Source: an optimization exercise on an open RTL-to-GDS flow (aim: small area, a short achievable clock period and few clock cycles per item). Production flows keep margins and buffers that such runs may drop.
Only simulation tests tie the RTL to the original design; equivalence was not proved.

## run A
// invsqrt
module invsqrt (clk, rst, start, float_in, float_out, ready);
==> module invsqrt, before the edit <==
module invsqrt (clk, rst, start, float_in, float_out, ready);
input wire start;
input wire clk;
input wire rst;
input wire [31:0] float_in;
output wire [31:0] float_out;
output wire ready;
localparam IDLE = 2'd0,
           S1   = 2'd1,
           S2   = 2'd2,
           DONE = 2'd3;
reg  [1:0]   state;
reg  [47:22] R;       
reg  [1:0]   K;       
reg          wrap1;   
reg          wrap3;   
reg          e_ov;    
wire [31:0] y  = 32'h5f3759df - (float_in >> 1);
wire [7:0]  ye = y[30:23];
wire [7:0]  xe = float_in[30:23];
wire [22:0] xm = float_in[22:0];
wire in_s1 = (state == S1);
wire in_s2 = (state == S2);
wire        Rn    = R[47];
wire [22:0] Rhi   = Rn ? R[46:24] : R[45:23];
wire        Rr    = Rn ? R[23] : R[22];
wire        Rr_sq = R[22];
function [24:0] sub_1d5;
    input [1:0]  te;
    input [22:0] hi;
    input        r;
    reg   [1:0]  s;
    reg          ov;
    reg   [25:0] negu, w;
    reg   [3:0]  ds;
    reg   [26:0] m_sub, mo;
    begin
        s = (te == 2'b10) ? 2'd1 : (te == 2'b01) ? 2'd2 : 2'd0;
        negu = (r & (&hi)) ? 26'h3800000 : ({3'b110, ~hi} + {25'd0, ~r});
        ds = (s == 2'd1) ? 4'h6 : (s == 2'd2) ? 4'hC : 4'h3;
        w = {negu[25:22] + ds, negu[21:0]};
        m_sub = (s == 2'd1) ? {w[24:0], 2'b00} : (s == 2'd2) ? {w, 1'b0} : {w[23:0], 3'b000};
        ov = (s == 2'd0) ? (hi[22] & ((|hi[21:0]) | r) & ~(r & (&hi))) :
             (s == 2'd1) ? ((~(|hi) & ~r) | (r & (&hi))) : 1'b1;
        mo = ov ? m_sub : (m_sub << 1);
        sub_1d5 = {ov, mo[25:2]};
    end
endfunction
wire [24:0] sub = sub_1d5(K + {1'b0, Rn & ~wrap1}, Rhi, Rr);
wire [22:0] a3   = sub[23:1];
wire        r3   = sub[0];
wire        ov2  = sub[24];
wire [23:0] opa = in_s1 ? {1'b1, xm} : {1'b1, y[22:0]};
wire [23:0] opb = in_s1 ? {1'b1, Rhi} : in_s2 ? {1'b1, a3} : {1'b1, y[22:0]};
wire        cin = in_s1 ? Rr_sq : in_s2 ? r3 : 1'b0;
wire [47:0] P;
booth_mul mul (.a(opa), .b(opb), .cin(cin), .p(P));
wire        n3  = Rn & ~wrap3;
wire [22:0] m3  = Rhi + {22'd0, Rr};
wire [7:0]  oe  = ye + {7'd0, e_ov} - 8'd1 + {7'd0, n3};
wire error = (float_in == 32'b0) || (float_in[30:23] == 8'hFF) || float_in[31];
assign float_out = error ? 32'h7FFFFFFF : {1'b0, oe, m3};
assign ready = (state == DONE);
always @(posedge clk) begin
    if (rst)
        state <= IDLE;
    else if (start)
        state <= S1;
    else if (in_s1)
        state <= S2;
    else if (in_s2)
        state <= DONE;
end
always @(posedge clk) begin
    if (start || in_s1 || in_s2)
        R <= P[47:22];
    if (start)
        K <= {ye[0], 1'b0} + xe[1:0] + 2'd1;
    if (in_s1) begin
        K <= K + {1'b0, Rn};
        wrap1 <= Rr_sq & (&Rhi);
    end
    if (in_s2) begin
        e_ov <= ov2;
        wrap3 <= r3 & (&a3);
    end
end
endmodule
Settings: LEC_CHECK=0, ABC_AREA=1, CAP_MARGIN=20, CORE_MARGIN=2, CORE_UTILIZATION=62, SETUP_SLACK_MARGIN=2, SLEW_MARGIN=20, SYNTH_HIERARCHICAL=1, SYNTH_MINIMUM_KEEP_SIZE=0, TNS_END_PERCENT=0; clock period 11.0 ns.
run.sh (not shown) runs the stock make flow with config.mk's settings and CLKGATE_MAP_FILE= SYNTH_SCRIPT=/design/flow/synth_recipe.tcl, a recipe that flattens the netlist after the stock synthesis.
Testbench counts of run A, summed over its fixed seeds: cycles 12,800, items 3,200.
> inputs changed (run A -> run B)
--- a/flow/design.v
+++ b/flow/design.v
@@ -1232,5 +1232,5 @@
            DONE = 2'd3;
 reg  [1:0]   state;
-reg  [47:22] R;       
+reg  [24:0]  R;       
 reg  [1:0]   K;       
 reg          wrap1;   
@@ -1243,8 +1243,7 @@
 wire in_s1 = (state == S1);
 wire in_s2 = (state == S2);
-wire        Rn    = R[47];
-wire [22:0] Rhi   = Rn ? R[46:24] : R[45:23];
-wire        Rr    = Rn ? R[23] : R[22];
-wire        Rr_sq = R[22];
+wire        Rn  = R[24];
+wire [22:0] Rhi = R[23:1];
+wire        Rr  = R[0];
 function [24:0] sub_1d5;
     input [1:0]  te;
@@ -1274,5 +1273,5 @@
 wire [23:0] opa = in_s1 ? {1'b1, xm} : {1'b1, y[22:0]};
 wire [23:0] opb = in_s1 ? {1'b1, Rhi} : in_s2 ? {1'b1, a3} : {1'b1, y[22:0]};
-wire        cin = in_s1 ? Rr_sq : in_s2 ? r3 : 1'b0;
+wire        cin = in_s1 ? Rr : in_s2 ? r3 : 1'b0;
 wire [47:0] P;
 booth_mul mul (.a(opa), .b(opb), .cin(cin), .p(P));
@@ -1295,10 +1294,10 @@
 always @(posedge clk) begin
     if (start || in_s1 || in_s2)
-        R <= P[47:22];
+        R <= {P[47], P[47] ? P[46:24] : P[45:23], (P[47] & ~start) ? P[23] : P[22]};
     if (start)
         K <= {ye[0], 1'b0} + xe[1:0] + 2'd1;
     if (in_s1) begin
         K <= K + {1'b0, Rn};
-        wrap1 <= Rr_sq & (&Rhi);
+        wrap1 <= Rr & (&Rhi);
     end
     if (in_s2) begin
### Flow results
Run A vs run B, last element of the critical path: R[33] vs R[9]
Of run B and run A, the run reporting the lower setup slack was run B.
Sequential share of cell area: run B < run A
Going from run A to run B, share of the cycle needed by the critical path after routing shows an increase of 0.52 points, netlist area before placement shows an increase of 180 um^2.
Testbench counts of run B, summed over its fixed seeds: cycles 12,800, items 3,200.

## re-timing with driven ports
Ports are ideal in the flow. The routed layouts listed here were re-timed in OpenROAD. Step 1 (the two cells are an assumption about what drives the block):
set clk [get_ports {clk}]
set_driving_cell -lib_cell sky130_fd_sc_hd__clkbuf_16 $clk
set_driving_cell -lib_cell sky130_fd_sc_hd__buf_2 [delete_from_list [all_inputs] $clk]
Step 2, shift: input delay + t, output delay - t, t = (earliest + latest rising clock arrival at the registers) / 2. This alone moves slack from input paths to output paths. Three values: no drivers, after step 1, after step 2; two values: the first two.
run | t (ns) | slack for setup (ns) | hold slack, ns | worst setup path after step 2 | pins driven straight from the clock port
run A | 0.329 | 2.106 / 2.115 / 1.791 | 0.534 / 0.534 / 0.534 | input to register | 1
run B | 0.330 | 2.049 / 2.065 / 1.735 | 0.531 / 0.531 / 0.531 | input to register | 1
After both steps every run listed still meets setup and hold. For run A, which loses most, drivers alone change the setup slack by +0.009 ns; drivers and shift together by -0.315 ns.
